From an optimization exercise on the open Yosys and OpenROAD flow, aimed at small area; shortcuts taken in it are not production practice.
The RTL was checked by simulation tests, not by an equivalence proof against the original design.
The clock cells of runs 3 to 5 come from the design's own scripts or RTL, not from TritonCTS.
No driver is modelled on the clock port, so clock power and skew are understated where the tree is cut down; a real chip needs a root buffer or a tree.
Power and IR drop assume default switching activity.

==> design/flow/design.v <==
module spi_master(
  input clk, rst,
  input start,
  input cpol, cpha,
  input [7:0] data_in,
  output [7:0] data_out,
  output sck,
  output [1:0] mode,
  output ss,
  output reg mosi,
  input miso
);
  reg buf_start;
  always @(posedge clk) buf_start <= start;
  reg [3:0] c;
  reg sck_base;
  wire ck_clr = rst | ~buf_start;
  wire c01 = c[0] & c[1];
  always @(posedge clk) begin
    if (ck_clr) begin
      c <= 4'd0;
      sck_base <= cpol;
    end else
      c <= {c01 & c[2], c[2] ^ c01, c[1] ^ c[0], ~c[0]};
  end
  wire spi_lead  = c[2] & ~c[1] & ~c[0];
  wire spi_trail = c[3];
  assign sck  = sck_base ^ c[2];
  assign mode = {cpol, cpha};
  reg [3:0] t;
  reg [7:0] temp_din;
  wire tx_ev   = cpha ? spi_lead : spi_trail;
  wire t_hold  = ~t[3] & t[2];
  wire t_idle  = ~t[3] & ~t[2] & ~t[1];
  wire t_stop  = ~t[3] & ~t[2] & t[1];
  wire tx_shift = t[3] ? tx_ev : (t_hold & spi_lead);
  wire t_last  = t[3] & ~t[2] & ~t[1] & ~t[0];
  reg [3:0] t_n;
  always @* begin
    if (t_idle)
      t_n = buf_start ? {cpha, 3'b111} : 4'b0000;
    else if (t_stop)
      t_n = 4'b0001;
    else if (tx_shift)
      t_n = t_last ? 4'b0010 : {1'b1, t[2] ^ ~(t[1] | t[0]), t[1] ^ ~t[0], ~t[0]};
    else
      t_n = t;
  end
  always @(posedge clk) begin
    if (rst) begin
      t <= 4'b0000;
      mosi <= 1'b0;
    end else begin
      t <= t_n;
      if (tx_shift) mosi <= temp_din[t[2:0]];
    end
    if (t_idle) temp_din <= data_in;
  end
  assign ss = ~(t[3] | t[2] | t[1] | t[0]);
  reg [3:0] r;
  reg [7:0] temp_dout;
  wire rx_ev  = cpha ? spi_trail : spi_lead;
  wire r_samp = r[3];
  wire r_idle = ~r[3] & r[0];
  wire rx_we  = r_samp & rx_ev;
  wire rx_clr = rst | r_idle;
  always @(posedge clk) begin
    if (rst)
      r <= 4'b0001;
    else if (r_samp)
      r <= {r[3] ^ (rx_ev & r[2] & r[1] & r[0]), r[2] ^ (rx_ev & r[1] & r[0]), r[1] ^ (rx_ev & r[0]), r[0] ^ rx_ev};
    else
      r <= (r_idle & buf_start) ? 4'b1000 : 4'b0001;
  end
  genvar i;
  generate for (i = 0; i < 8; i = i + 1) begin : g_rx
    wire we = rx_we & (r[2:0] == 3'd7 - i);
    always @(posedge clk)
      if (rx_clr | we) temp_dout[i] <= miso & ~rx_clr;
  end endgenerate
  assign data_out = temp_dout;
endmodule
==> design/flow/flow/run.sh <==
#!/bin/bash
# The standard layout with three changes:
#  - after the standard synthesis, the combinational logic is mapped again by
#    ABC for area (flow/reopt.sh); the registers stay as synthesis made them;
#  - the port buffers are the smallest buffer cell;
#  - the clock tree uses small clock buffers and no dummy loads.
# Each tool's output goes to a log file of its own in this folder.
set -euo pipefail
cd "$(dirname "$0")/.."
export BUFFER_PORTS_ARGS="-buffer_cell sky130_fd_sc_hd__buf_1"
export CTS_ARGS="-sink_clustering_enable -repair_clock_nets -dont_use_dummy_load -buf_list sky130_fd_sc_hd__clkbuf_4"
R=orfs/results/$FLOW_PLATFORM/spi_master/base
bash standard.sh synth > synth.log 2>&1
cp $R/1_2_yosys.v $R/1_2_yosys_standard.v
bash flow/reopt.sh $R/1_2_yosys_standard.v $R/1_2_yosys.v flow/area.abc > reopt.log 2>&1
rm -f $R/1_synth.odb $R/1_synth.sdc
bash standard.sh > layout.log 2>&1
==> design/flow/flow/area.abc <==
strash; dch -f; amap; strash; dch -f; amap; topo
==> design/flow/flow/reopt.sh <==
#!/bin/bash
# reopt.sh IN.v OUT.v ABC_SCRIPT
# Re-maps the combinational logic of the standard synthesis netlist IN.v for
# area. Every register instance of IN.v is kept as it is (name, cell type and
# connections): the register cells are read as black boxes, the other cells are
# read as their liberty functions, flattened, and mapped again by ABC.
set -euo pipefail
LIB=$FLOW_HOME/platforms/sky130hd/lib/sky130_fd_sc_hd__tt_025C_1v80.lib
in=$1; out=$2; scr=$3
seqs=$(grep -o "sky130_fd_sc_hd__[a-z0-9_]*" "$in" | sort -u | grep -E "__(s?e?df|dl|conb)" | tr "\n" " " || true)
yosys -p "read_liberty -ignore_miss_func -ignore_miss_dir $LIB; read_verilog $in; hierarchy -top spi_master; blackbox $seqs; flatten; opt_clean; opt -purge; abc -liberty $LIB -dont_use *probe* -dont_use *lpflow* -script $scr; setundef -zero; splitnets; opt_clean -purge; hilomap -singleton -hicell sky130_fd_sc_hd__conb_1 HI -locell sky130_fd_sc_hd__conb_1 LO; insbuf -buf sky130_fd_sc_hd__buf_1 A X; opt_clean -purge; stat -liberty $LIB; write_verilog -noattr -noexpr -nohex -nodec $out"
==> design/flow/standard.sh <==
#!/bin/bash
# synth_recipe.tcl (not shown) runs the flow's synth.tcl, then flattens the netlist and writes it again
# the make line also repeats each setting of config.mk as NAME=value (left out here)
make -C /OpenROAD-flow-scripts/flow DESIGN_CONFIG=/design/flow/config.mk WORK_HOME=/design/flow/orfs CLKGATE_MAP_FILE= SYNTH_SCRIPT=/design/flow/synth_recipe.tcl "${@:-finish}"
==> design/flow/config.mk <==
export PLATFORM = sky130hd
export DESIGN_NAME = spi_master
export DESIGN_NICKNAME = spi_master
export VERILOG_FILES = /design/flow/design.v
export SDC_FILE = /design/flow/constraint.sdc
export NUM_CORES = 4
export LEC_CHECK = 0
export CAP_MARGIN = 20
export CORE_MARGIN = 2
export CORE_UTILIZATION = 30
export SLEW_MARGIN = 20
==> design/flow/constraint.sdc <==
create_clock -name core_clock -period 10.0 [get_ports {clk}]
set_input_delay 2.0000 -clock core_clock [delete_from_list [all_inputs] [get_ports {clk}]]
set_output_delay 2.0000 -clock core_clock [all_outputs]
set_load 0.01 [all_outputs]
==> run_results.csv, run 1 <==
group,metric,value,unit
drt,routed_via_density,4.65,
setup_path,critical_path_class,"input port to output port",
drt,vias,906,
cts,cts_setup_buffers,0,
drt,drtIter0Drc,17,
worst_hold_path,hold_depth,1,
cells_and_area,layout-drive-gt1-share,0.0345,
die,num_rows,23,
place,placed_area,1360,um2
timing,slew_viol_final,0,
timing,setup_viol_count_final,0,
timing,timing.setup.tns,0,ps
timing,worst_pin_slew,669,ps
cts,cts_sinks,31,
setup_path,reg2reg_slack,8160,ps
drt,routed.top_layer,"met4",
setup_path,slowest_delay,180,ps
setup_path,cp.arrival,2360,ps
drt,drt-met1-wl,850,um
setup_path,crit_family,"buffers and inverters",
setup_path,worstPathMaxFanout,5,
timing,skew,23.0,ps
cells_and_area,finish.instance_area,1390,um2
run_status,status,"timing/DRC/antenna clean",
setup_path,worstReg2RegStart,"c[0]$_SDFF_PP0_",
drt,detail-route-antenna-nets,0,
global_routing,grt_pass1_wl,3470,um
place,portBuffers,26,
die,coreArea,3940,um2
global_routing,grt-ovfl-total,0,
global_routing,grt_pass1_vias,887,
pwr,leakage,0.467,nW
die,die-width,67.3,um
cts,hold_buffers,0,
die,die-area,4530,um2
timing,rsz0062_at_grt,"false",
place,dp_cells,190,
setup_path,slowest_stage,"buf_1",
setup_path,startpoint_type,"input port",
drt,dr_wl_met3,140,um
timing,finalCriticalPeriod,4360,ps
setup_path,critPathCaptureType,"output port",
cells_and_area,final_core_util,0.354,
timing,fin_crit_sh,0.436,
drt,dr.pass1.iters,4,
timing,relSlewSlack,0.552,
global_routing,antenna_found_initial,0,
cts,clockRootBuffer,"clkbuf_4",
drt,drc_errors,0,
setup_path,reg2reg_depth,8,
die,die_y,67.3,um
synth,synth_nets,130,
cells_and_area,finalNetCount,161,
cts,h-tree-depth,2,
timing,timing.fmax,229,MHz
drt,avgRoutedWirePerCell,10.3,um
synth,ys_warn_count,1,
synth,netlist_area,1200,um2
cts,clk_pin_slew,70,ps
worst_hold_path,hp-start,"c[0]$_SDFF_PP0_",
timing,hold_violations,0,
cts,post_cts_resized,0,
setup_path,critical_path.cell_chain,"buf_1 -> buf_1",
die,initial_core_util,0.305,
setup_path,cp_common_cell,"buf_1",
cts,clock_latency,330,ps
pwr,vdd_drop_max,0.0000926,V
pwr,power_density,192,nW/um2
drt,wl_met2,989,um
cells_and_area,final_cells,195,
cts,cts_buffers,5,
setup_path,crit_buf_inv,2,
place,hpwl,1560,um
setup_path,rr_endpoint,"temp_dout[0]$_DFFE_PP_",
global_routing,grt_max_degree,11,
global_routing,grt_usage,0.105,
synth,avgSynthCellArea,10.4,um2
cts,cts_tree,"built",
cells_and_area,syn2layout_area_growth,15.8,%
drt,finalWirelength,2010,um
flow_run,maxCapViolCount,0,
place,place.gp.congestion,0.835,
die,ios,27,
cts,cts_buffer_depth,2,
worst_hold_path,hold-path-endpoint,"c[0]$_SDFF_PP0_",
setup_path,cp.required,8000,ps
synth,syn_inst,116,
worst_hold_path,hp-class,"flip-flop to flip-flop",
cells_and_area,antenna_cells,0,
## state kept, by name, indices dropped and copies added (netlist names)
name	flops
buf_start	1
c	4
mosi	1
r	4
sck_base	1
t	4
temp_din	8
temp_dout	8
## how the worst max path moves through the flow
stage	from	to	slack, ps	cells after the start
after CTS	cpha	mode[0]	5640	2
after global placement	cpha	mode[0]	5650	2
after detailed placement	cpha	mode[0]	5640	2
final	cpha	mode[0]	5640	2
after floorplan	cpha	mode[0]	5880	1
after global routing	cpha	mode[0]	5590	2
## layout make-up
cell class                 instances  area [um2]
tap                               50        62.6
clock buffer                       5        37.5
sequential                        31         791
multi-input combinational         72         364
inverter                          11        41.3
fill                             404        2550
timing repair buffer              26        97.6
## worst reg2reg max path, delay by kind of cell, from the launching register on
| family | cells | cell delay, ps |
|---|---|---|
| AO/OA/AOI/OAI | 2 | 280 |
| buffers and inverters | 1 | 120 |
| AND/OR/NAND/NOR | 5 | 850 |
| flip-flops | 1 | 320 |
## placed cells by master, fill, tap and decap left out
cell,count
and2_0,1
buf_1,26
a31o_1,1
clkinv_1,11
o41ai_1,1
o31ai_1,1
o21ai_0,10
a41oi_1,1
nor2_1,21
nand3_1,1
nand2_1,11
a211oi_1,1
a311oi_1,1
nor2b_1,1
dfxtp_1,14
nor3_1,4
o221ai_1,1
o22ai_1,4
a31oi_1,1
a21oi_1,6
o21a_1,1
a21o_1,1
or2_0,2
edfxtp_1,17
o311ai_0,1
clkbuf_4,5
## routing by layer
metal,track usage,up-vias
met5,0,-
met4,0.0459,0
met3,0.0550,4
met2,0.183,27
met1,0.103,403
li1,-,472
## stage by stage
stage / hold slack (ps) / setup slack, ps / total power [mW]
2_1_floorplan: 409 / 5880 / 0.197
3_3_place_gp: 420 / 5650 / 0.211
3_5_place_dp: 432 / 5640 / 0.212
4_1_cts: 444 / 5640 / 0.271
5_1_grt: 466 / 5590 / 0.286
6_report: 439 / 5640 / 0.267
## power by group
| part | switching (mW) | internal [mW] | leakage [nW] |
|---|---|---|---|
| Combinational | 0.0277 | 0.0148 | 0.151 |
| Sequential | 0.00964 | 0.156 | 0.293 |
| Clock | 0.0356 | 0.0234 | 0.0230 |
| Total | 0.0730 | 0.194 | 0.467 |
==> inputs of run 2 (changes only) <==
--- a/design/flow/flow/run.sh
+++ b/design/flow/flow/run.sh
@@ -1,8 +1,9 @@
 #!/bin/bash
-# The standard layout with three changes:
+# The standard layout with four changes:
 #  - after the standard synthesis, the combinational logic is mapped again by
 #    ABC for area (flow/reopt.sh); the registers stay as synthesis made them;
 #  - the port buffers are the smallest buffer cell;
-#  - the clock tree uses small clock buffers and no dummy loads.
+#  - after CTS, the clock tree is cut down to its root buffer, sized up, which
+#    drives all flip-flops (flow/clock.tcl);
 # Each tool's output goes to a log file of its own in this folder.
 set -euo pipefail
@@ -15,3 +16,6 @@
 bash flow/reopt.sh $R/1_2_yosys_standard.v $R/1_2_yosys.v flow/area.abc > reopt.log 2>&1
 rm -f $R/1_synth.odb $R/1_synth.sdc
+bash standard.sh cts > layout_to_cts.log 2>&1
+ODB_IN=$R/4_cts.odb ODB_OUT=$R/4_cts.odb ROOTCELL=sky130_fd_sc_hd__clkbuf_16 \
+  openroad -no_init -exit flow/clock.tcl > clock.log 2>&1
 bash standard.sh > layout.log 2>&1
==> design/flow/flow/clock.tcl (new file) <==
# Replace the clock tree that CTS built (a root buffer driving leaf buffers)
# by the root buffer alone, driving every clock sink, sized to ROOTCELL.
read_db $::env(ODB_IN)
set block [ord::get_db_block]
set db [ord::get_db]
set clk [$block findNet clk]
set root ""
foreach it [$clk getITerms] { if {[$it isInputSignal]} { set root [$it getInst] } }
if {$root eq ""} { error "no root buffer" }
set rootout ""
foreach it [$root getITerms] { if {[$it isOutputSignal]} { set rootout [$it getNet] } }
set leaves {}
foreach it [$rootout getITerms] {
  if {[$it isInputSignal]} {
    set inst [$it getInst]
    set m [[$inst getMaster] getName]
    if {[string match *clkbuf* $m]} { lappend leaves $inst } 
  }
}
puts "root [$root getName] leaves [llength $leaves]"
foreach leaf $leaves {
  set onet ""
  foreach it [$leaf getITerms] { if {[$it isOutputSignal]} { set onet [$it getNet] } }
  set sinks {}
  foreach it [$onet getITerms] { if {[$it isInputSignal]} { lappend sinks $it } }
  foreach it $sinks { $it disconnect; $it connect $rootout }
  odb::dbInst_destroy $leaf
  odb::dbNet_destroy $onet
}
set nm [$db findMaster $::env(ROOTCELL)]
$root swapMaster $nm
detailed_placement
check_placement
set n 0
foreach it [$rootout getITerms] { incr n }
puts "root net pins $n"
write_db $::env(ODB_OUT)
==> run 2 against run 1 <==
  * Via count shrank 0.88%
  * Non-clock buffer count is the same
  * Combinational power is essentially flat
  * Fmax grew 0.10%
  * Total power shrank 4.8%
  * Critical path depth is the same
  * Final cell count shrank 2.1%
  * Sequential share of layout area grew 0.51 points
  * Register-to-register slack lost 30 ps
  * Clock skew shrank 16 ps
  * Global-route usage grew 1.2 points
  * Cell area shrank 0.90%
  * Critical endpoint unchanged
  * Largest cell class unchanged
  * Highest routed layer is now met3
==> run_results.csv, run 2 <==
group,metric,value,unit
run_status,status,"timing/DRC/antenna clean",
cells_and_area,final_cell_mix,"buf_1, nor2_1, edfxtp_1",
global_routing,antenna_found_initial,0,
drt,detail-route-antenna-nets,0,
pwr,power_density,184,nW/um2
die,num_rows,23,
timing,relSlewSlack,0.553,
cells_and_area,syn2layout_area_growth,14.8,%
cells_and_area,final_common_cell,"buf_1",
timing,rsz0062_at_grt,"false",
cells_and_area,multi_input_area,364,um2
place,hpwl,1560,um
die,die-width,67.3,um
global_routing,grt_pass1_wl,3350,um
synth,avgSynthCellArea,10.4,um2
synth,ys_warn_count,1,
place,portBuffers,26,
die,die-area,4530,um2
timing,timing.setup.tns,0,ps
setup_path,cp.required,8000,ps
pwr,vdd_drop_max,0.0000935,V
drt,avgRoutedWirePerCell,10.3,um
die,die_y,67.3,um
die,coreArea,3940,um2
drt,vias,898,
cts,clk_pin_slew,100,ps
place,place.gp.congestion,0.835,
drt,dr.pass1.iters,7,
synth,syn_inst,116,
timing,setup_viol_count_final,0,
cells_and_area,num-fill-cells,402,
cells_and_area,antenna_cells,0,
synth,synth_nets,130,
setup_path,critical_path_class,"input port to output port",
die,ios,27,
cells_and_area,layout-drive-gt1-share,0.00709,
setup_path,cp.arrival,2350,ps
cts,cts_sinks,31,
flow_run,maxCapViolCount,0,
timing,fin_crit_sh,0.435,
timing,skew,6.92,ps
cells_and_area,regArea,791,um2
cts,clock_latency,170,ps
drt,routed_via_density,4.70,
cells_and_area,largestRegisters,"temp_din (8), temp_dout (8)",
synth,netlist_area,1200,um2
global_routing,grt_max_degree,32,
cells_and_area,finalNetCount,157,
setup_path,slowest_delay,180,ps
setup_path,worstPathMaxFanout,5,
setup_path,cp_common_cell,"buf_1",
timing,finalCriticalPeriod,4350,ps
cts,post_cts_resized,0,
drt,drc_errors,0,
pwr,leakage,0.457,nW
die,initial_core_util,0.305,
timing,worst_pin_slew,668,ps
global_routing,grt-ovfl-total,0,
setup_path,critical_path.cell_chain,"buf_1 -> buf_1",
setup_path,crit_family,"buffers and inverters",
timing,timing.fmax,230,MHz
setup_path,crit_buf_inv,2,
cells_and_area,final_cells,191,
cts,cts_setup_buffers,0,
setup_path,slowest_stage,"buf_1",
place,dp_cells,190,
drt,finalWirelength,1970,um
setup_path,startpoint_type,"input port",
global_routing,grt_pass1_vias,851,
worst_hold_path,hp-class,"flip-flop to flip-flop",
drt,drtIter0Drc,63,
cts,hold_buffers,0,
global_routing,grt_usage,0.117,
timing,hold_violations,0,
setup_path,critPathCaptureType,"output port",
timing,slew_viol_final,0,
[run 2: routing by layer]
| metal | up-vias | wire length [um] | track usage |
|---|---|---|---|
| met4 | 0 | 0 | 0.0128 |
| met3 | 0 | 101 | 0.0150 |
| met5 | - | 0 | 0 |
| li1 | 464 | - | - |
| met2 | 28 | 1020 | 0.220 |
| met1 | 406 | 845 | 0.146 |
[run 2: metrics by stage]
stage | power, mW | setup slack [ps] | utilization | instance area [um2] | hold slack (ps)
floorplan | 0.197 | 5880 | - | 1200 | 409
global placement | 0.211 | 5650 | 0.344 | 1360 | 420
detailed placement | 0.212 | 5640 | 0.344 | 1360 | 432
CTS | 0.271 | 5640 | 0.354 | 1390 | 444
global route | 0.273 | 5590 | 0.350 | 1380 | 475
finish | 0.255 | 5650 | 0.350 | 1380 | 444
[run 2: final timing paths]
path	startpoint	end	depth (start not counted)	slack, ps
setup / recovery	cpha	mode[0]	2	5650
hold / removal	c[0]$_SDFF_PP0_	c[0]$_SDFF_PP0_	1	440
setup reg to reg	c[0]$_SDFF_PP0_	temp_dout[0]$_DFFE_PP_	8	8130
hold reg to reg	c[0]$_SDFF_PP0_	c[0]$_SDFF_PP0_	1	440
[run 2: layout make-up]
cell class | count | share of cell area
clock buffer | 1 | 0.0181
inverter | 11 | 0.0299
multi-input combinational | 72 | 0.264
sequential | 31 | 0.572
tap | 50 | 0.0453
timing repair buffer | 26 | 0.0707
[run 2: power by group]
group,switching (mW),internal [mW],total [mW]
Combinational,0.0280,0.0148,0.0428
Clock,0.0276,0.0185,0.0461
Sequential,0.00958,0.156,0.166
Total,0.0652,0.189,0.255
==> inputs of run 3 (changes only) <==
--- a/design/flow/flow/run.sh
+++ b/design/flow/flow/run.sh
@@ -4,5 +4,5 @@
 #    ABC for area (flow/reopt.sh); the registers stay as synthesis made them;
 #  - the port buffers are the smallest buffer cell;
-#  - after CTS, the clock tree is cut down to its root buffer, sized up, which
+#  - after CTS, the clock tree is cut down to two inverters at its root, which
 #    drives all flip-flops (flow/clock.tcl);
 # Each tool's output goes to a log file of its own in this folder.
@@ -17,5 +17,5 @@
 rm -f $R/1_synth.odb $R/1_synth.sdc
 bash standard.sh cts > layout_to_cts.log 2>&1
-ODB_IN=$R/4_cts.odb ODB_OUT=$R/4_cts.odb ROOTCELL=sky130_fd_sc_hd__clkbuf_16 \
+ODB_IN=$R/4_cts.odb ODB_OUT=$R/4_cts.odb ROOTCELL=sky130_fd_sc_hd__inv_12 PRECELL=sky130_fd_sc_hd__inv_2 \
   openroad -no_init -exit flow/clock.tcl > clock.log 2>&1
 bash standard.sh > layout.log 2>&1
--- a/design/flow/flow/clock.tcl
+++ b/design/flow/flow/clock.tcl
@@ -1,4 +1,5 @@
 # Replace the clock tree that CTS built (a root buffer driving leaf buffers)
-# by the root buffer alone, driving every clock sink, sized to ROOTCELL.
+# by one driver for all clock sinks: ROOTCELL, or, with PRECELL set, two
+# inverters (PRECELL driving ROOTCELL) in place of the root buffer.
 read_db $::env(ODB_IN)
 set block [ord::get_db_block]
@@ -28,6 +29,25 @@
   odb::dbNet_destroy $onet
 }
-set nm [$db findMaster $::env(ROOTCELL)]
-$root swapMaster $nm
+if {![info exists ::env(PRECELL)]} {
+  $root swapMaster [$db findMaster $::env(ROOTCELL)]
+} else {
+  # two inverters in place of the root buffer: PRECELL drives ROOTCELL
+  set loc [$root getLocation]
+  set pre [odb::dbInst_create $block [$db findMaster $::env(PRECELL)] clkroot_a]
+  set drv [odb::dbInst_create $block [$db findMaster $::env(ROOTCELL)] clkroot_b]
+  set n1 [odb::dbNet_create $block clkroot_a_net]
+  $n1 setSigType CLOCK
+  foreach i [list $pre $drv] { $i setLocation [lindex $loc 0] [lindex $loc 1]; $i setPlacementStatus PLACED }
+  foreach it [$root getITerms] { $it disconnect }
+  odb::dbInst_destroy $root
+  foreach it [$pre getITerms] {
+    if {[$it isInputSignal]} { $it connect $clk }
+    if {[$it isOutputSignal]} { $it connect $n1 }
+  }
+  foreach it [$drv getITerms] {
+    if {[$it isInputSignal]} { $it connect $n1 }
+    if {[$it isOutputSignal]} { $it connect $rootout }
+  }
+}
 detailed_placement
 check_placement
==> run 3 against run 2 <==
  * Combinational power barely moved
  * Sequential power barely moved
  * Critical endpoint unchanged
  * Highest routed layer is now met4
  * Critical path type unchanged
  * Area after synthesis did not move
  * Worst hold slack barely moved
  * Sequential cell count did not move
  * Still clean on timing, DRC and antenna
  * Clock skew fell by 2.8 ps
  * Sequential share of layout area rose by 0.21 points
  * Fmax barely moved
==> run_results.csv, run 3 <==
group,metric,value,unit
die,coreArea,3940,um2
die,die-width,67.3,um
setup_path,reg2reg_depth,8,
timing,rsz0062_at_grt,"false",
setup_path,cp_common_cell,"buf_1",
cells_and_area,largestRegisters,"temp_din (8), temp_dout (8)",
cts,cts_sinks,31,
cells_and_area,final_common_cell,"buf_1",
timing,relSlewSlack,0.553,
drt,vias,921,
timing,skew,4.17,ps
setup_path,crit_family,"buffers and inverters",
setup_path,critPathCaptureType,"output port",
global_routing,grt_usage,0.117,
cells_and_area,regArea,791,um2
synth,netlist_area,1200,um2
die,num_rows,23,
place,portBuffers,26,
pwr,power_density,183,nW/um2
drt,dr.pass1.iters,8,
flow_run,maxCapViolCount,0,
die,die-area,4530,um2
cts,hold_buffers,0,
setup_path,cp.arrival,2350,ps
die,ios,27,
cells_and_area,multi_input_area,364,um2
timing,hold_violations,0,
die,initial_core_util,0.305,
cts,post_cts_resized,0,
drt,detail-route-antenna-nets,0,
setup_path,startpoint_type,"input port",
global_routing,grt-ovfl-total,0,
setup_path,slowest_delay,180,ps
global_routing,grt_pass1_wl,3370,um
drt,routed.top_layer,"met4",
worst_hold_path,hp-class,"flip-flop to flip-flop",
pwr,leakage,0.456,nW
run_status,status,"timing/DRC/antenna clean",
synth,syn_inst,116,
pwr,vdd_drop_max,0.0000921,V
cells_and_area,num-fill-cells,404,
drt,avgRoutedWirePerCell,10.5,um
timing,timing.setup.tns,0,ps
cells_and_area,antenna_cells,0,
cells_and_area,layout-drive-gt1-share,0.0141,
timing,worst_pin_slew,668,ps
timing,setup_viol_count_final,0,
drt,finalWirelength,2020,um
drt,drt-met1-wl,859,um
global_routing,antenna_found_initial,0,
setup_path,path_depth,2,
drt,drc_errors,0,
synth,ys_warn_count,1,
cells_and_area,finalNetCount,158,
synth,synth_nets,130,
drt,wl_met2,1020,um
timing,timing.fmax,230,MHz
timing,fin_crit_sh,0.435,
drt,routed_via_density,4.80,
global_routing,grt_max_degree,32,
cts,clock_latency,160,ps
worst_hold_path,hold_depth,1,
cells_and_area,syn2layout_area_growth,14.3,%
timing,finalCriticalPeriod,4350,ps
die,die_y,67.3,um
cts,cts_setup_buffers,0,
setup_path,cp.required,8000,ps
pwr,p_total,0.252,mW
setup_path,critical_path.cell_chain,"buf_1 -> buf_1",
setup_path,slowest_stage,"buf_1",
setup_path,critical_path_class,"input port to output port",
cells_and_area,final_cell_mix,"buf_1, nor2_1, edfxtp_1",
drt,dr_wl_met3,120,um
place,place.gp.congestion,0.835,
place,hpwl,1560,um
timing,slew_viol_final,0,
global_routing,grt_pass1_vias,858,
setup_path,worstPathMaxFanout,5,
drt,drtIter0Drc,52,
cts,clk_pin_slew,100,ps
synth,avgSynthCellArea,10.4,um2
setup_path,crit_buf_inv,2,
run 3: path summary, 6_finish.rpt:
path / from / to / slack [ps]
setup / recovery: cpha / mode[0] / 5650
hold / removal: c[0]$_SDFF_PP0_ / c[0]$_SDFF_PP0_ / 440
setup reg to reg: c[0]$_SDFF_PP0_ / temp_dout[4]$_DFFE_PP_ / 8130
hold reg to reg: c[0]$_SDFF_PP0_ / c[0]$_SDFF_PP0_ / 440
run 3: worst reg2reg max path, stage by stage, from the launching register on:
cell and delay, ps:
dfxtp_1 330, nor2_1 120, nand2_1 90, nor2_1 90, a21oi_1 90, or2_0 310, nor2_1 240, clkinv_1 120
o21ai_0 190
run 3: metrics by stage:
step | hold slack (ps) | utilization | setup WS [ps] | cells | area, um2
finish | 444 | 0.349 | 5650 | 192 | 1380
detailed placement | 432 | 0.344 | 5640 | 190 | 1360
global route | 475 | 0.349 | 5590 | 192 | 1380
global placement | 420 | 0.344 | 5650 | 190 | 1360
floorplan | 409 | - | 5880 | 116 | 1200
CTS | 444 | 0.354 | 5640 | 195 | 1390
run 3: area by class of cell:
| class | instances | area share |
|---|---|---|
| inverters | 13 | 0.0445 |
| flip-flops and latches | 31 | 0.575 |
| repair buffers | 26 | 0.0709 |
| well taps | 50 | 0.0455 |
| multi-input cells | 72 | 0.265 |
run 3: routing by layer:
metal / up-vias / track usage
li1: 465 / -
met4: 0 / 0.0204
met3: 2 / 0.0167
met1: 416 / 0.150
met2: 38 / 0.210
met5: - / 0
run 3: where the power goes:
| group | internal, mW | switching (mW) |
|---|---|---|
| sequential | 0.156 | 0.00973 |
| combinational | 0.0148 | 0.0280 |
| clock | 0.00645 | 0.0369 |
==> inputs of run 4 (changes only) <==
--- a/design/flow/flow/run.sh
+++ b/design/flow/flow/run.sh
@@ -14,5 +14,5 @@
 bash standard.sh synth > synth.log 2>&1
 cp $R/1_2_yosys.v $R/1_2_yosys_standard.v
-bash flow/reopt.sh $R/1_2_yosys_standard.v $R/1_2_yosys.v flow/area.abc > reopt.log 2>&1
+bash flow/reopt.sh $R/1_2_yosys_standard.v $R/1_2_yosys.v flow/area1.abc flow/area2.abc flow/area3.abc flow/area4.abc > reopt.log 2>&1
 rm -f $R/1_synth.odb $R/1_synth.sdc
 bash standard.sh cts > layout_to_cts.log 2>&1
==> design/flow/flow/area1.abc (new file) <==
strash; dch -f; amap; strash; dch -f; amap; topo
==> design/flow/flow/area2.abc (new file) <==
strash; &get -n; &deepsyn -I 10 -J 200 -S 0; &put; dch -f; amap; strash; dch -f; amap; topo
==> design/flow/flow/area3.abc (new file) <==
strash; &get -n; &deepsyn -I 10 -J 200 -S 1; &put; dch -f; amap; strash; dch -f; amap; topo
==> design/flow/flow/area4.abc (new file) <==
strash; &get -n; &deepsyn -I 10 -J 200 -S 2; &put; dch -f; amap; strash; dch -f; amap; topo
==> design/flow/flow/reopt.sh (replaced) <==
#!/bin/bash
# reopt.sh IN.v OUT.v ABC_SCRIPT...
# Re-maps the combinational logic of the standard synthesis netlist IN.v for
# area, once per ABC script given, and keeps the smallest result. Every
# register instance of IN.v is kept as it is (name, cell type and
# connections): the register cells are read as black boxes, the other cells
# are read as their liberty functions, flattened, and mapped again by ABC.
set -euo pipefail
LIB=$FLOW_HOME/platforms/sky130hd/lib/sky130_fd_sc_hd__tt_025C_1v80.lib
in=$1; out=$2; shift 2
seqs=$(grep -o "sky130_fd_sc_hd__[a-z0-9_]*" "$in" | sort -u | grep -E "__(s?e?df|dl|conb)" | tr "\n" " " || true)
best=""; bestarea=""
n=0
for scr in "$@"; do
  n=$((n+1))
  cand=$out.cand$n.v
  yosys -p "read_liberty -ignore_miss_func -ignore_miss_dir $LIB; read_verilog $in; hierarchy -top spi_master; blackbox $seqs; flatten; opt_clean; opt -purge; abc -liberty $LIB -dont_use *probe* -dont_use *lpflow* -script $scr; setundef -zero; splitnets; opt_clean -purge; hilomap -singleton -hicell sky130_fd_sc_hd__conb_1 HI -locell sky130_fd_sc_hd__conb_1 LO; insbuf -buf sky130_fd_sc_hd__buf_1 A X; opt_clean -purge; tee -o $cand.stat stat -liberty $LIB; write_verilog -noattr -noexpr -nohex -nodec $cand"
  area=$(grep "Chip area" $cand.stat | awk '{print $NF}')
  echo "script $scr: area $area"
  if [[ -z "$bestarea" ]] || awk "BEGIN{exit !($area < $bestarea)}"; then best=$cand; bestarea=$area; fi
done
echo "chosen: $best area $bestarea"
cp $best $out
removed: design/flow/flow/area.abc
==> run 4 against run 3 <==
  * Critical path depth did not move
  * Area after synthesis decreased by 0.31%
  * Routed wire length down 3.9%
  * Setup slack improved by 55 ps
  * Utilization grew 1.7 points
  * Sequential power shrank 4%
  * Fmax grew 1.3%
  * Via count is the same
  * Worst hold slack worse by 7.8 ps
  * Final cell count is 1.6% lower
  * Highest routed layer unchanged
==> run_results.csv, run 4 <==
group,metric,value,unit
synth,ys_warn_count,1,
setup_path,cp.arrival,2300,ps
setup_path,worstPathMaxFanout,3,
timing,hold_violations,0,
pwr,leakage,0.456,nW
setup_path,reg2reg_slack,8080,ps
global_routing,grt-ovfl-total,0,
global_routing,grt_usage,0.113,
setup_path,cp_common_cell,"buf_1",
synth,netlist_area,1200,um2
timing,hold_slack,436,ps
synth,avgSynthCellArea,10.4,um2
place,preCtsSetupSlack,5700,ps
drt,detail-route-antenna-nets,0,
synth,syn_inst,115,
setup_path,slowest_delay,170,ps
setup_path,crit_family,"buffers and inverters",
drt,drc_errors,0,
setup_path,setup.worst_path.end,"mode[0]",
global_routing,antenna_found_initial,0,
setup_path,slowest_stage,"buf_1",
setup_path,critPathCaptureType,"output port",
drt,finalWirelength,1940,um
timing,fin_crit_sh,0.430,
timing,slew_viol_final,0,
timing,setup_viol_count_final,0,
cts,cts_sinks,31,
setup_path,critical_path_class,"input port to output port",
die,ios,27,
setup_path,crit_buf_inv,2,
cts,cts_setup_buffers,0,
flow_run,maxCapViolCount,0,
die,die-area,4520,um2
die,coreArea,3740,um2
timing,timing.setup.tns,0,ps
timing,finalCriticalPeriod,4300,ps
setup_path,cp.required,8000,ps
drt,routed_via_density,4.87,
cts,post_cts_resized,0,
cts,hold_buffers,0,
timing,skew,5.94,ps
worst_hold_path,hp-class,"flip-flop to flip-flop",
timing,relSlewSlack,0.741,
cells_and_area,num-fill-cells,394,
run_status,status,"timing/DRC/antenna clean",
setup_path,crit_start,"cpha",
setup_path,critical_path.cell_chain,"buf_1 -> buf_1",
cells_and_area,largestRegisters,"temp_din (8), temp_dout (8)",
timing,rsz0062_at_grt,"false",
global_routing,grt_max_degree,32,
cts,clock_latency,160,ps
cells_and_area,regArea,791,um2
pwr,vdd_drop_max,0.0000603,V
cells_and_area,final_common_cell,"buf_1",
cells_and_area,final_core_util,0.366,
drt,vias,921,
die,die_y,67.2,um
setup_path,rr_endpoint,"temp_dout[0]$_DFFE_PP_",
place,hpwl,1590,um
drt,drtIter0Drc,46,
synth,synth_nets,129,
place,place.gp.congestion,0.796,
die,num_rows,22,
die,die-width,67.2,um
cells_and_area,final_cell_mix,"buf_1, edfxtp_1, nor2_1",
place,portBuffers,26,
cells_and_area,layout-drive-gt1-share,0.0142,
timing,worst_pin_slew,388,ps
setup_path,startpoint_type,"input port",
global_routing,grt_pass1_wl,3170,um
timing,timing.fmax,233,MHz
global_routing,grt_pass1_vias,759,
drt,avgRoutedWirePerCell,10.3,um
cts,clk_pin_slew,100,ps
die,initial_core_util,0.321,
cells_and_area,antenna_cells,0,
drt,dr.pass1.iters,6,
timing,finalWorstSetupSlack,5700,ps
cells_and_area,multi_input_area,349,um2
cells_and_area,finalNetCount,157,
setup_path,path_depth,2,
cells_and_area,syn2layout_area_growth,14.2,%
pwr,power_density,173,nW/um2
setup_path,worstReg2RegStart,"c[1]$_SDFF_PP0_",
setup_path,reg2reg_depth,8,
==> run 4: cell type report <==
cell class	count	area share
multi-input combinational	68	0.255
tap	48	0.0438
timing repair buffer	26	0.0712
inverter	16	0.0530
sequential	31	0.577
==> run 4: per-layer routing <==
layer,up-vias,global-route usage,wire (um)
li1,464,-,-
met1,412,0.159,793
met2,41,0.184,981
met3,4,0.0150,140
met4,0,0.0255,23
met5,-,0,0
==> run 4: worst min-delay path by stage <==
stage                                from               to  slack (ps)  cells past startpoint
final                     c[0]$_SDFF_PP0_  c[0]$_SDFF_PP0_         440                      1
after floorplan           c[0]$_SDFF_PP0_  c[0]$_SDFF_PP0_         410                      1
after CTS                 c[0]$_SDFF_PP0_  c[0]$_SDFF_PP0_         430                      1
after detailed placement  c[0]$_SDFF_PP0_  c[0]$_SDFF_PP0_         420                      1
after global routing      c[0]$_SDFF_PP0_  c[0]$_SDFF_PP0_         460                      1
after global placement    c[0]$_SDFF_PP0_  c[0]$_SDFF_PP0_         420                      1
==> run 4: report_power, final <==
part           leakage, nW  switching (mW)  internal [mW]  total (mW)
clock               0.0115          0.0365        0.00643      0.0429
sequential           0.294         0.00733          0.151       0.159
combinational        0.150          0.0231         0.0119      0.0350
total                0.456          0.0669          0.170       0.237
==> run 4: through the flow <==
step | std cells | cell area (um2) | total power, mW
4_1_cts | 192 | 1390 | 0.257
3_5_place_dp | 187 | 1350 | 0.197
5_1_grt | 189 | 1370 | 0.252
3_3_place_gp | 187 | 1350 | 0.196
2_1_floorplan | 115 | 1200 | 0.185
6_report | 189 | 1370 | 0.237
==> inputs of run 5 (changes only) <==
--- a/design/flow/design.v
+++ b/design/flow/design.v
@@ -57,5 +57,5 @@
     if (t_idle) temp_din <= data_in;
   end
-  assign ss = ~(t[3] | t[2] | t[1] | t[0]);
+  assign ss = ~(t[3] | t[1] | t[0]);
   reg [3:0] r;
   reg [7:0] temp_dout;
==> run 5 against run 4 <==
  * Combinational power about the same
  * Cell area decreased by 0.55%
  * Routed wire length down 0.98%
  * Highest routed layer unchanged
==> run_results.csv, run 5 <==
group,metric,value,unit
run_status,status,"timing/DRC/antenna clean",
place,preCtsSetupSlack,5710,ps
pwr,leakage,0.475,nW
timing,rsz0062_at_grt,"false",
setup_path,critical_path_class,"input port to output port",
place,hpwl,1510,um
setup_path,critical_path.cell_chain,"buf_1 -> buf_1",
timing,slew_viol_final,0,
cts,clock_latency,160,ps
timing,timing.setup.tns,0,ps
synth,ys_warn_count,1,
cts,cts_setup_buffers,0,
drt,dr_wl_met3,110,um
timing,hold_violations,0,
setup_path,crit_family,"buffers and inverters",
cells_and_area,layout-drive-gt1-share,0.0140,
place,portBuffers,26,
drt,drc_errors,0,
global_routing,grt-ovfl-total,0,
setup_path,startpoint_type,"input port",
drt,avgRoutedWirePerCell,10.0,um
global_routing,grt_pass1_vias,810,
synth,syn_inst,117,
drt,drt-met1-wl,820,um
worst_hold_path,hp-class,"flip-flop to flip-flop",
die,ios,27,
drt,dr.pass1.iters,5,
drt,vias,892,
pwr,power_density,175,nW/um2
die,coreArea,3740,um2
cells_and_area,num-fill-cells,393,
timing,finalWorstSetupSlack,5720,ps
place,placed_area,1340,um2
timing,skew,4.31,ps
cells_and_area,finalNetCount,159,
cells_and_area,final_cell_mix,"buf_1, nor2_1, edfxtp_1",
cells_and_area,regArea,791,um2
setup_path,cp.arrival,2280,ps
timing,fin_crit_sh,0.428,
drt,drtIter0Drc,113,
cts,cts_sinks,31,
cells_and_area,final_common_cell,"buf_1",
setup_path,reg2reg_slack,8260,ps
cts,clk_pin_slew,110,ps
drt,routed.top_layer,"met4",
setup_path,cp_common_cell,"buf_1",
pwr,vdd_drop_max,0.0000683,V
cells_and_area,final_core_util,0.364,
global_routing,grt_usage,0.119,
cts,hold_buffers,0,
timing,finalCriticalPeriod,4280,ps
setup_path,crit_buf_inv,2,
die,die_y,67.0,um
synth,synth_nets,131,
cells_and_area,multi_input_area,353,um2
setup_path,slowest_delay,160,ps
setup_path,slowest_stage,"buf_1",
setup_path,worstPathMaxFanout,3,
die,die-width,67.0,um
timing,setup_viol_count_final,0,
timing,hold_slack,441,ps
die,num_rows,22,
timing,worst_pin_slew,427,ps
cells_and_area,largestRegisters,"temp_din (8), temp_dout (8)",
global_routing,grt_max_degree,32,
synth,avgSynthCellArea,10.2,um2
setup_path,critPathCaptureType,"output port",
global_routing,antenna_found_initial,0,
place,dp_cells,189,
drt,wl_met2,977,um
global_routing,grt_pass1_wl,3280,um
setup_path,cp.required,8000,ps
cts,post_cts_resized,0,
flow_run,maxCapViolCount,0,
cells_and_area,syn2layout_area_growth,14.3,%
synth,netlist_area,1190,um2
drt,detail-route-antenna-nets,0,
cells_and_area,final_cells,191,
pwr,p_total,0.239,mW
place,place.gp.congestion,0.774,
drt,routed_via_density,4.67,
timing,timing.fmax,233,MHz
timing,relSlewSlack,0.713,
cells_and_area,finish.instance_area,1360,um2
cells_and_area,antenna_cells,0,
die,initial_core_util,0.319,
drt,finalWirelength,1920,um
die,die-area,4500,um2
## run 5: report_power, final
part	switching [mW]	internal [mW]	total, mW
Sequential	0.00680	0.152	0.159
Combinational	0.0238	0.0115	0.0353
Clock	0.0383	0.00648	0.0448
## run 5: area by class of cell
class	instances	share of cell area
multi-input cells	73	0.259
well taps	48	0.0441
inverters	13	0.0450
repair buffers	26	0.0716
flip-flops and latches	31	0.580
## run 5: path summary, 6_finish.rpt
check	cells after the start	to	from
max	2	mode[0]	cpha
min	1	c[0]$_SDFF_PP0_	c[0]$_SDFF_PP0_
max reg2reg	10	t[0]$_SDFFE_PP0P_	c[0]$_SDFF_PP0_
min reg2reg	1	c[0]$_SDFF_PP0_	c[0]$_SDFF_PP0_
## run 5: layer usage
layer	global-route usage	vias to the layer above
li1	-	459
met1	0.157	400
met2	0.209	31
met3	0.0203	2
met4	0.0153	0
met5	0	-

-- port drivers added, routing unchanged --
How much do the figures lean on ideal ports? The routed layouts below were timed once more, with nothing changed but the port constraints.
Step 1 sets driving cells, clkbuf_16 on the clock port and buf_2 on the other inputs (assumed; they add their load-dependent delay and slew).
Step 2 times the ports against the registers' clock, not the clock port: input delays grow and output delays shrink by t, the midpoint of the rising clock arrivals with the driver on.
Slacks: no drivers / after step 1 / after step 2; pairs: no drivers / after step 1.
run | shift t [ns] | slack for setup (ns) | hold WS [ns] | slew at the worst register clock pin (ns)
run 1 | 0.338 | 5.642 / 5.617 / 5.617 | 0.439 / 0.439 / 0.439 | 0.10 / 0.10
run 2 | 0.188 | 5.646 / 5.622 / 5.622 | 0.444 / 0.444 / 0.444 | 0.10 / 0.10
run 3 | 0.184 | 5.646 / 5.621 / 5.621 | 0.444 / 0.444 / 0.444 | 0.10 / 0.10
run 4 | 0.181 | 5.702 / 5.679 / 5.679 | 0.436 / 0.436 / 0.436 | 0.10 / 0.10
run 5 | 0.188 | 5.715 / 5.693 / 5.693 | 0.441 / 0.441 / 0.441 | 0.11 / 0.11
After both steps setup and hold are still met in every run listed.
